This is an optimization exercise on Yosys and OpenROAD, whose aim is small area, a short achievable clock period and few clock cycles, not a production implementation.
Only simulation tests tie the RTL to the original design; equivalence was not proved.
Power and IR drop assume default switching activity.

## CLE
module CLE ( clk, reset, rom_q, rom_a, sram_q, sram_a, sram_d, sram_wen, finish);
clock: 9.0 ns
lec_check: 0
cap_margin: 30
core_margin: 2
core_utilization: 60
place_density: 0.7
slew_margin: 20
run.sh (not shown) runs the stock make flow with config.mk's settings and CLKGATE_MAP_FILE= SYNTH_SCRIPT=/design/flow/synth_recipe.tcl, a recipe that flattens the netlist after the stock synthesis.
Testbench counts at the start, summed over its fixed seeds: cycles 59,394.
Change:
Settings changed: CORE_UTILIZATION 60 to 12, PLACE_DENSITY 0.7 to 0.2.
The changed run finished clean.
Wire length increases by 49%.
Total power increases by 3.7%.
Global-route usage decreases by 23 points.
Maximum frequency increases by 1.2%.
First-iteration DRC count decreases by 56%.
Worst setup slack improves by 80 ps.
Worst hold slack degrades by 40 ps.
Core utilization decreases by 54 points.
Sequential share of layout area decreases by 3.6 points.

========
CLE, a different RTL version from the one above (not shown whole).
Size: about 720 cells after synthesis, roughly 45 I/O pins, ~0.0062 mm^2 of cells after synthesis.
==> flow/config.mk <==
export PLATFORM = sky130hd
export DESIGN_NAME = CLE
export DESIGN_NICKNAME = CLE
export VERILOG_FILES = /design/flow/design.v
export SDC_FILE = /design/flow/constraint.sdc
export NUM_CORES = 4
export LEC_CHECK = 0
export CAP_MARGIN = 30
export CORE_MARGIN = 2
export CORE_UTILIZATION = 50
export PLACE_DENSITY = 0.6
export SETUP_SLACK_MARGIN = 5
export SLEW_MARGIN = 20
==> flow/constraint.sdc <==
create_clock -name core_clock -period 9.0 [get_ports {clk}]
set_input_delay 1.8000 -clock core_clock [delete_from_list [all_inputs] [get_ports {clk}]]
set_output_delay 1.8000 -clock core_clock [all_outputs]
set_load 0.01 [all_outputs]
standard.sh (not shown) runs the stock make flow with config.mk's settings and CLKGATE_MAP_FILE= SYNTH_SCRIPT=/design/flow/synth_recipe.tcl, a recipe that flattens the netlist after the stock synthesis.
==> flow/flow/run.sh <==
#!/bin/bash
set -euo pipefail
bash standard.sh "BUFFER_PORTS_ARGS=-buffer_cell sky130_fd_sc_hd__buf_1" finish > flow_make.log 2>&1
Testbench counts at the start, summed over its fixed seeds: cycles 52,360.
Edit:
CTS_BUF_LIST = sky130_fd_sc_hd__clkbuf_8   (was default)
CTS_CLUSTER_SIZE = 30   (was default)
Effect: Sequential power barely changes. Final area is lower by about 1.6%. Die area does not change. Fmax came out lower by 1.0%. First-iteration DRC count climbs by about 1.2%. Global-route usage goes down by 0.28 points. Via count stays flat. Wire length goes down by 0.45%.
Edit:
==> flow/run.sh (new file) <==
#!/bin/bash
# synth_recipe.tcl (not shown) runs the flow's synth.tcl, then flattens the netlist and writes it again
# the make line also repeats each setting of config.mk as NAME=value (left out here)
make -C /OpenROAD-flow-scripts/flow DESIGN_CONFIG=/design/flow/config.mk WORK_HOME=/design/flow/orfs CLKGATE_MAP_FILE= SYNTH_SCRIPT=/design/flow/synth_recipe.tcl finish
CTS_BUF_LIST = default   (was sky130_fd_sc_hd__clkbuf_8)
CTS_CLUSTER_SIZE = default   (was 30)
SETUP_SLACK_MARGIN = default   (was 5)
removed: flow/flow/run.sh
removed: flow/standard.sh
Effect: Fmax is lower by roughly a tenth; clock-buffer cell count grows by 1; via count rises slightly.
Edit:
SETUP_SLACK_MARGIN = 5   (was default)
After rerunning:
- cell area grows by 4.4%
- cell count rises by 1.9%
- clock skew stays flat
- maximum frequency grows by 16%
- core utilization climbs by 2.5 points

========
run A:
CLE, a different RTL version from the one above (not shown whole).
For scale: about 45 I/O pins, ~6300 um2 of cells after synthesis.
==> flow/config.mk <==
export PLATFORM = sky130hd
export DESIGN_NAME = CLE
export DESIGN_NICKNAME = CLE
export VERILOG_FILES = /design/flow/design.v
export SDC_FILE = /design/flow/constraint.sdc
export NUM_CORES = 4
export LEC_CHECK = 0
export ABC_AREA = 1
export CAP_MARGIN = 30
export CORE_MARGIN = 2
export CORE_UTILIZATION = 50
export CTS_BUF_LIST = sky130_fd_sc_hd__clkbuf_8
export PLACE_DENSITY = 0.6
export SETUP_SLACK_MARGIN = 5
export SLEW_MARGIN = 20
==> flow/constraint.sdc <==
create_clock -name core_clock -period 9.0 [get_ports {clk}]
set_input_delay 1.8000 -clock core_clock [delete_from_list [all_inputs] [get_ports {clk}]]
set_output_delay 1.8000 -clock core_clock [all_outputs]
set_load 0.01 [all_outputs]
==> flow/flow/run.sh <==
#!/bin/bash
set -euo pipefail
bash standard.sh "BUFFER_PORTS_ARGS=-buffer_cell sky130_fd_sc_hd__buf_1" finish > flow_make.log 2>&1
Testbench counts of run A, summed over its fixed seeds: cycles 52,360.
Edits applied to the flow inputs when going from run A to run B:
# run A
export LEC_CHECK = 0
export ABC_AREA = 1
export CAP_MARGIN = 30
export CORE_MARGIN = 2
export CORE_UTILIZATION = 50
export CTS_BUF_LIST = sky130_fd_sc_hd__clkbuf_8
export PLACE_DENSITY = 0.6
export SETUP_SLACK_MARGIN = 5
export SLEW_MARGIN = 20
create_clock -name core_clock -period 9.0 [get_ports {clk}]
# run B
export LEC_CHECK = 0
export CAP_MARGIN = 30
export CORE_MARGIN = 2
export CORE_UTILIZATION = 50
export PLACE_DENSITY = 0.6
export SETUP_SLACK_MARGIN = 5
export SLEW_MARGIN = 20
create_clock -name core_clock -period 9.0 [get_ports {clk}]
==> flow/run.sh (new file) <==
#!/bin/bash
# synth_recipe.tcl (not shown) runs the flow's synth.tcl, then flattens the netlist and writes it again
# the make line also repeats each setting of config.mk as NAME=value (left out here)
make -C /OpenROAD-flow-scripts/flow DESIGN_CONFIG=/design/flow/config.mk WORK_HOME=/design/flow/orfs CLKGATE_MAP_FILE= SYNTH_SCRIPT=/design/flow/synth_recipe.tcl finish
removed: flow/flow/run.sh
removed: flow/standard.sh
### Flow results
- When run B is measured against run A, its highest fanout seen on the critical path turns out 3 lower.
- Relative to run A, the clock-buffer cell count of run B is higher by 2.
- Relative to run A, number of tapcells decreased by 25 in run B.
- Run B against run A: fraction of power consumed by combinational cells shrank by 12 points, design area grew by about 0.9%.
- The number of gates resized after CTS in run B was higher than what run A gave.
- Die area, run B and run A: lower on run B
- The mean number of vias per cell of run B is higher than that of run A.
Modified inputs, run C compared to run B
# run B
export LEC_CHECK = 0
export CAP_MARGIN = 30
export CORE_MARGIN = 2
export CORE_UTILIZATION = 50
export PLACE_DENSITY = 0.6
export SETUP_SLACK_MARGIN = 5
export SLEW_MARGIN = 20
create_clock -name core_clock -period 9.0 [get_ports {clk}]
# run C
export LEC_CHECK = 0
export CAP_MARGIN = 30
export CORE_MARGIN = 2
export CORE_UTILIZATION = 50
export CTS_BUF_LIST = sky130_fd_sc_hd__clkbuf_8
export CTS_CLUSTER_SIZE = 30
export PLACE_DENSITY = 0.6
export SETUP_SLACK_MARGIN = 5
export SLEW_MARGIN = 20
create_clock -name core_clock -period 9.0 [get_ports {clk}]
==> flow/flow/run.sh (new file) <==
#!/bin/bash
set -euo pipefail
bash standard.sh "BUFFER_PORTS_ARGS=-buffer_cell sky130_fd_sc_hd__buf_1" finish > flow_make.log 2>&1
==> flow/standard.sh (new file) <==
#!/bin/bash
# synth_recipe.tcl (not shown) runs the flow's synth.tcl, then flattens the netlist and writes it again
# the make line also repeats each setting of config.mk as NAME=value (left out here)
make -C /OpenROAD-flow-scripts/flow DESIGN_CONFIG=/design/flow/config.mk WORK_HOME=/design/flow/orfs CLKGATE_MAP_FILE= SYNTH_SCRIPT=/design/flow/synth_recipe.tcl "${@:-finish}"
removed: flow/run.sh
Findings:
Result: PASS for each of run B and run C. Run C vs run B on later-pin clock latency in the skew report: run C is the higher one. Side by side, data arrival time at the worst-slack endpoint turned out higher in run C than in run B. For run B, the highest-delay cell along the critical path was sky130_fd_sc_hd__or4b_1, unlike run C, where it was sky130_fd_sc_hd__maj3_1. Run C — clock group share of total power 5.7 points lower, run B as reference.

==> port drivers added, routing unchanged <==
No port has a modelled driver above. Below, the same layouts with a new extraction and two added sets of constraints. Step 1: set_driving_cell puts a clkbuf_16 on clk and a buf_2 on each other input, an assumption about the parent block. Step 2 times the ports against the registers' clock, not the clock port: input delays grow and output delays shrink by t, the midpoint of the rising clock arrivals with the driver on. Three values: ideal, step 1, step 2; two values: the first two.
| run | shift t [ns] | setup WS [ns] | hold WS [ns] | clock arrival spread, ns |
|---|---|---|---|---|
| the first run of note 1 | 0.463 | 2.362 / 2.362 / 2.362 | 0.516 / 0.516 / 0.516 | 0.010 / 0.010 |
| the second run of note 1 | 0.541 | 2.442 / 2.442 / 2.442 | 0.476 / 0.476 / 0.476 | 0.017 / 0.016 |
| the first run of note 2 | 0.386 | 5.093 / 5.114 / 4.728 | 0.341 / 0.341 / 0.341 | 0.009 / 0.008 |
| the second run of note 2 | 0.402 | 5.052 / 5.068 / 4.666 | 0.345 / 0.345 / 0.345 | 0.005 / 0.005 |
| the third run of note 2 | 0.383 | 4.423 / 4.439 / 4.056 | 0.319 / 0.319 / 0.319 | 0.008 / 0.009 |
| the fourth run of note 2 | 0.385 | 5.047 / 5.061 / 4.676 | 0.328 / 0.328 / 0.328 | 0.007 / 0.008 |
| run A | 0.410 | 5.538 / 5.549 / 5.138 | 0.347 / 0.347 / 0.347 | 0.016 / 0.017 |
| run B | 0.388 | 5.087 / 5.096 / 4.708 | 0.342 / 0.342 / 0.342 | 0.007 / 0.007 |
| run C | 0.403 | 5.070 / 5.081 / 4.678 | 0.331 / 0.331 / 0.331 | 0.016 / 0.016 |
After both steps setup and hold are still met in every run listed. For run A, which loses most, drivers alone change the setup slack by +0.011 ns; drivers and shift together by -0.400 ns.
